What follows belongs to an exercise in optimizing a design on an open flow for small area and a short achievable clock period; a production flow would make more cautious choices.
Power figures rest on the tool's default switching activity, not on a simulated workload.

Setup of the reference run:
==> flow/design.v <==
module neuron_unit (
    input wire clk,
    input wire [31:0] inputs,
    input wire [31:0] weights,
    input wire [7:0] threshold,
    output wire out,
    output wire [5:0] popcount
);
    wire [31:0] x = ~(inputs ^ weights);
    wire [6:0] thr0 = {|threshold[7:6], threshold[5:0]};
    wire n1;
    wire n2;
    wire n3;
    wire n4;
    wire n5;
    wire n6;
    wire n7;
    wire n8;
    wire n9;
    wire n10;
    wire n11;
    wire n12;
    wire n13;
    wire n14;
    wire n15;
    wire n16;
    wire n17;
    wire n18;
    wire n19;
    wire n20;
    wire n21;
    wire n22;
    wire n23;
    wire n24;
    wire n25;
    wire n26;
    wire n27;
    wire n28;
    wire n29;
    wire n30;
    wire n31;
    wire n32;
    wire n33;
    wire n34;
    wire n35;
    wire n36;
    wire n37;
    wire n38;
    wire n39;
    wire n40;
    wire n41;
    wire n42;
    wire n43;
    wire n44;
    wire n45;
    wire n46;
    wire n47;
    wire n48;
    wire n49;
    wire n50;
    wire n51;
    wire n52;
    wire n53;
    wire n54;
    wire n55;
    wire n56;
    wire n57;
    wire n58;
    wire n59;
    wire n60;
    wire n61;
    wire n62;
    reg r0_n31;
    reg r0_n47;
    reg r0_n48;
    reg r0_n53;
    reg r0_n50;
    reg r0_n52;
    reg r0_n54;
    reg [6:0] r0_thr;
    fa_cell un1 (.a(x[0]), .b(x[10]), .c(x[11]), .s(n1), .co(n2));
    fa_cell un3 (.a(x[12]), .b(x[13]), .c(x[14]), .s(n3), .co(n4));
    fa_cell un5 (.a(x[15]), .b(x[16]), .c(x[17]), .s(n5), .co(n6));
    fa_cell un7 (.a(x[18]), .b(x[19]), .c(x[1]), .s(n7), .co(n8));
    fa_cell un9 (.a(x[20]), .b(x[21]), .c(x[22]), .s(n9), .co(n10));
    fa_cell un11 (.a(x[23]), .b(x[24]), .c(x[25]), .s(n11), .co(n12));
    fa_cell un13 (.a(x[26]), .b(x[27]), .c(x[28]), .s(n13), .co(n14));
    fa_cell un15 (.a(x[29]), .b(x[2]), .c(x[30]), .s(n15), .co(n16));
    fa_cell un17 (.a(x[31]), .b(x[3]), .c(x[4]), .s(n17), .co(n18));
    fa_cell un19 (.a(x[5]), .b(x[6]), .c(x[7]), .s(n19), .co(n20));
    fa_cell un21 (.a(x[8]), .b(x[9]), .c(n1), .s(n21), .co(n22));
    fa_cell un23 (.a(n11), .b(n13), .c(n15), .s(n23), .co(n24));
    fa_cell un25 (.a(n17), .b(n19), .c(n3), .s(n25), .co(n26));
    fa_cell un27 (.a(n5), .b(n7), .c(n9), .s(n27), .co(n28));
    fa_cell un29 (.a(n21), .b(n23), .c(n25), .s(n29), .co(n30));
    ha_cell un31 (.a(n27), .b(n29), .s(n31), .co(n32));
    fa_cell un33 (.a(n10), .b(n12), .c(n14), .s(n33), .co(n34));
    fa_cell un35 (.a(n16), .b(n18), .c(n2), .s(n35), .co(n36));
    fa_cell un37 (.a(n20), .b(n4), .c(n6), .s(n37), .co(n38));
    fa_cell un39 (.a(n8), .b(n22), .c(n24), .s(n39), .co(n40));
    fa_cell un41 (.a(n26), .b(n28), .c(n33), .s(n41), .co(n42));
    fa_cell un43 (.a(n35), .b(n37), .c(n30), .s(n43), .co(n44));
    fa_cell un45 (.a(n39), .b(n41), .c(n32), .s(n45), .co(n46));
    ha_cell un47 (.a(n43), .b(n45), .s(n47), .co(n48));
    fa_cell un49 (.a(n34), .b(n36), .c(n38), .s(n49), .co(n50));
    fa_cell un51 (.a(n40), .b(n42), .c(n49), .s(n51), .co(n52));
    fa_cell un53 (.a(n44), .b(n51), .c(n46), .s(n53), .co(n54));
    ha_cell un55 (.a(r0_n48), .b(r0_n53), .s(n55), .co(n56));
    fa_cell un57 (.a(r0_n50), .b(r0_n52), .c(r0_n54), .s(n57), .co(n58));
    ha_cell un59 (.a(n56), .b(n57), .s(n59), .co(n60));
    ha_cell un61 (.a(n58), .b(n60), .s(n61), .co(n62));
    always @(posedge clk) begin
        r0_n31 <= n31;
        r0_n47 <= n47;
        r0_n48 <= n48;
        r0_n53 <= n53;
        r0_n50 <= n50;
        r0_n52 <= n52;
        r0_n54 <= n54;
        r0_thr <= thr0;
    end
    wire [5:0] p = {n62, n61, n59, n55, r0_n47, r0_n31};
    wire [6:0] g;
    assign g[0] = 1'b1;
    genvar k;
    generate for (k = 0; k < 6; k = k + 1) begin : cmp
        assign g[k+1] = (p[k] & ~r0_thr[k]) | (p[k] & g[k]) | (~r0_thr[k] & g[k]);
    end endgenerate
    wire fire = ~r0_thr[6] & g[6];
    assign out = fire;
    assign popcount = p;
endmodule
module fa_cell (input wire a, input wire b, input wire c, output wire s, output wire co);
    assign s = a ^ b ^ c;
    assign co = (a & b) | (a & c) | (b & c);
endmodule
module ha_cell (input wire a, input wire b, output wire s, output wire co);
    assign s = a ^ b;
    assign co = a & b;
endmodule
module bnn_layer #(
    parameter N = 32,
    parameter NEURONS = 16
)(
    input wire clk,
    input wire rst,
    input wire valid_in,
    input wire [N-1:0] input_vector,
    input wire [NEURONS*N-1:0] weights_flat,
    input wire [8*NEURONS-1:0] thresholds_flat,
    output wire [NEURONS-1:0] output_vector,
    output wire valid_out,
    output wire [8*NEURONS-1:0] debug_popcounts
);
    genvar i;
    generate
        for (i = 0; i < NEURONS; i = i + 1) begin : neuron_array
            wire [5:0] pc;
            neuron_unit neuron_inst (
                .clk(clk),
                .inputs(input_vector),
                .weights(weights_flat[32*i +: 32]),
                .threshold(thresholds_flat[8*i +: 8]),
                .out(output_vector[i]),
                .popcount(pc)
            );
            assign debug_popcounts[8*i +: 8] = {2'b00, pc};
        end
    endgenerate
    reg vld;
    always @(posedge clk or posedge rst) begin
        if (rst) vld <= 1'b0;
        else vld <= valid_in;
    end
    assign valid_out = vld;
endmodule
Settings: LEC_CHECK=0, CAP_MARGIN=20, CORE_AREA=2 2 288 288, DIE_AREA=0 0 290 290, SLEW_MARGIN=20, SYNTH_HIERARCHICAL=1, SYNTH_MINIMUM_KEEP_SIZE=0; clock period 9.0 ns.
standard.sh (not shown) runs the stock make flow with config.mk's settings and CLKGATE_MAP_FILE= SYNTH_SCRIPT=/design/flow/synth_recipe.tcl, a recipe that flattens the netlist after the stock synthesis.
==> flow/flow/run.sh <==
#!/bin/bash
# Own layout flow: the standard flow (standard synthesis unchanged), with the
# port buffers made from the smallest buffer cell instead of the resizer's default.
set -euo pipefail
export BUFFER_PORTS_ARGS="-buffer_cell sky130_fd_sc_hd__buf_1"
bash standard.sh finish > flow_standard.log 2>&1 || { tail -50 flow_standard.log; exit 1; }
tail -5 flow_standard.log
The reference run completed end to end with timing, DRC and antenna clean.
The following lists how the trial run was set up differently from the reference run:
==> flow/design.v, changed modules only <==
module neuron_unit (
    input wire clk,
    input wire [31:0] inputs,
    input wire [31:0] weights,
    input wire [7:0] threshold,
    output wire out,
    output wire [5:0] popcount
);
    wire [31:0] x = ~(inputs ^ weights);
    wire [6:0] thr0 = {|threshold[7:6], threshold[5:0]};
    wire n1;
    wire n2;
    wire n3;
    wire n4;
    wire n5;
    wire n6;
    wire n7;
    wire n8;
    wire n9;
    wire n10;
    wire n11;
    wire n12;
    wire n13;
    wire n14;
    wire n15;
    wire n16;
    wire n17;
    wire n18;
    wire n19;
    wire n20;
    wire n21;
    wire n22;
    wire n23;
    wire n24;
    wire n25;
    wire n26;
    wire n27;
    wire n28;
    wire n29;
    wire n30;
    wire n31;
    wire n32;
    wire n33;
    wire n34;
    wire n35;
    wire n36;
    wire n37;
    wire n38;
    wire n39;
    wire n40;
    wire n41;
    wire n42;
    wire n43;
    wire n44;
    wire n45;
    wire n46;
    wire n47;
    wire n48;
    wire n49;
    wire n50;
    wire n51;
    wire n52;
    wire n53;
    wire n54;
    wire n55;
    wire n56;
    wire n57;
    wire n58;
    wire n59;
    wire n60;
    wire n61;
    wire n62;
    reg r0_n31;
    reg r0_n39;
    reg r0_n41;
    reg r0_n32;
    reg r0_n43;
    reg r0_n44;
    reg r0_n47;
    reg r0_n46;
    reg r0_n48;
    reg [6:0] r0_thr;
    fa_cell un1 (.a(x[0]), .b(x[10]), .c(x[11]), .s(n1), .co(n2));
    fa_cell un3 (.a(x[12]), .b(x[13]), .c(x[14]), .s(n3), .co(n4));
    fa_cell un5 (.a(x[15]), .b(x[16]), .c(x[17]), .s(n5), .co(n6));
    fa_cell un7 (.a(x[18]), .b(x[19]), .c(x[1]), .s(n7), .co(n8));
    fa_cell un9 (.a(x[20]), .b(x[21]), .c(x[22]), .s(n9), .co(n10));
    fa_cell un11 (.a(x[23]), .b(x[24]), .c(x[25]), .s(n11), .co(n12));
    fa_cell un13 (.a(x[26]), .b(x[27]), .c(x[28]), .s(n13), .co(n14));
    fa_cell un15 (.a(x[29]), .b(x[2]), .c(x[30]), .s(n15), .co(n16));
    fa_cell un17 (.a(x[31]), .b(x[3]), .c(x[4]), .s(n17), .co(n18));
    fa_cell un19 (.a(x[5]), .b(x[6]), .c(x[7]), .s(n19), .co(n20));
    fa_cell un21 (.a(x[8]), .b(x[9]), .c(n1), .s(n21), .co(n22));
    fa_cell un23 (.a(n11), .b(n13), .c(n15), .s(n23), .co(n24));
    fa_cell un25 (.a(n17), .b(n19), .c(n3), .s(n25), .co(n26));
    fa_cell un27 (.a(n5), .b(n7), .c(n9), .s(n27), .co(n28));
    fa_cell un29 (.a(n21), .b(n23), .c(n25), .s(n29), .co(n30));
    ha_cell un31 (.a(n27), .b(n29), .s(n31), .co(n32));
    fa_cell un33 (.a(n10), .b(n12), .c(n14), .s(n33), .co(n34));
    fa_cell un35 (.a(n16), .b(n18), .c(n2), .s(n35), .co(n36));
    fa_cell un37 (.a(n20), .b(n4), .c(n6), .s(n37), .co(n38));
    fa_cell un39 (.a(n8), .b(n22), .c(n24), .s(n39), .co(n40));
    fa_cell un41 (.a(n26), .b(n28), .c(n33), .s(n41), .co(n42));
    fa_cell un43 (.a(n35), .b(n37), .c(n30), .s(n43), .co(n44));
    fa_cell un45 (.a(n34), .b(n36), .c(n38), .s(n45), .co(n46));
    fa_cell un47 (.a(n40), .b(n42), .c(n45), .s(n47), .co(n48));
    fa_cell un49 (.a(r0_n32), .b(r0_n39), .c(r0_n41), .s(n49), .co(n50));
    ha_cell un51 (.a(r0_n43), .b(n49), .s(n51), .co(n52));
    fa_cell un53 (.a(r0_n44), .b(r0_n47), .c(n50), .s(n53), .co(n54));
    ha_cell un55 (.a(n52), .b(n53), .s(n55), .co(n56));
    fa_cell un57 (.a(r0_n46), .b(r0_n48), .c(n54), .s(n57), .co(n58));
    ha_cell un59 (.a(n56), .b(n57), .s(n59), .co(n60));
    ha_cell un61 (.a(n58), .b(n60), .s(n61), .co(n62));
    always @(posedge clk) begin
        r0_n31 <= n31;
        r0_n39 <= n39;
        r0_n41 <= n41;
        r0_n32 <= n32;
        r0_n43 <= n43;
        r0_n44 <= n44;
        r0_n47 <= n47;
        r0_n46 <= n46;
        r0_n48 <= n48;
        r0_thr <= thr0;
    end
    wire [5:0] p = {n62, n61, n59, n55, n51, r0_n31};
    wire [6:0] g;
    assign g[0] = 1'b1;
    genvar k;
    generate for (k = 0; k < 6; k = k + 1) begin : cmp
        assign g[k+1] = (p[k] & ~r0_thr[k]) | (p[k] & g[k]) | (~r0_thr[k] & g[k]);
    end endgenerate
    wire fire = ~r0_thr[6] & g[6];
    assign out = fire;
    assign popcount = p;
endmodule
Notes after the runs:
Between the reference run and the trial run, the layout overhead on the synthesized area figures differ only marginally.
The trial run vs. the reference run: final net count went up by about 1.1%.
Total count of hold-check failures in the final report: the reference run vs the trial run identical
Relative to the reference run, the total of fill cells in the finished design measured on the trial run has decreased by a few percent.
[compare] base=the reference run new=the trial run: placer's final routability congestion estimate moved down; footprint of the multi-input gates did not really move.
Final instance area: the trial run vs the reference run up 810 um^2
Taking the reference run as the reference, in the trial run clock power grew by about 10%, share of cell area taken by flip-flops and latches grew by 1.9 points.
Count of cell instances traversed by the critical path: the trial run higher than the reference run
Higher global-route track usage on met2 goes to the reference run over the trial run.
Function was not checked in any run of this note: the RTL went through the layout flow alone.

==> separate check: timing with driven ports <==
Ports are ideal in the flow. The routed layouts listed here were re-timed in OpenROAD.
Step 1 (the two cells are an assumption about what drives the block):
set clk [get_ports {clk}]
set_driving_cell -lib_cell sky130_fd_sc_hd__clkbuf_16 $clk
set_driving_cell -lib_cell sky130_fd_sc_hd__buf_2 [delete_from_list [all_inputs] $clk]
Step 2 also shifts input and output timing later by t, the mid clock arrival at the registers, as if the neighbouring blocks saw the same clock.
Slacks: ideal ports / drivers / drivers and shift; pairs: ideal ports / drivers.
run | t, ns | setup slack, ns | clock arrival spread, ns
the reference run | 0.677 | 3.873 / 3.916 / 3.239 | 0.030 / 0.030
the trial run | 0.609 | 3.528 / 3.466 / 3.927 | 0.032 / 0.033
After both steps setup and hold are still met in every run listed. For the reference run, which loses most, drivers alone change the setup slack by +0.043 ns; drivers and shift together by -0.634 ns.
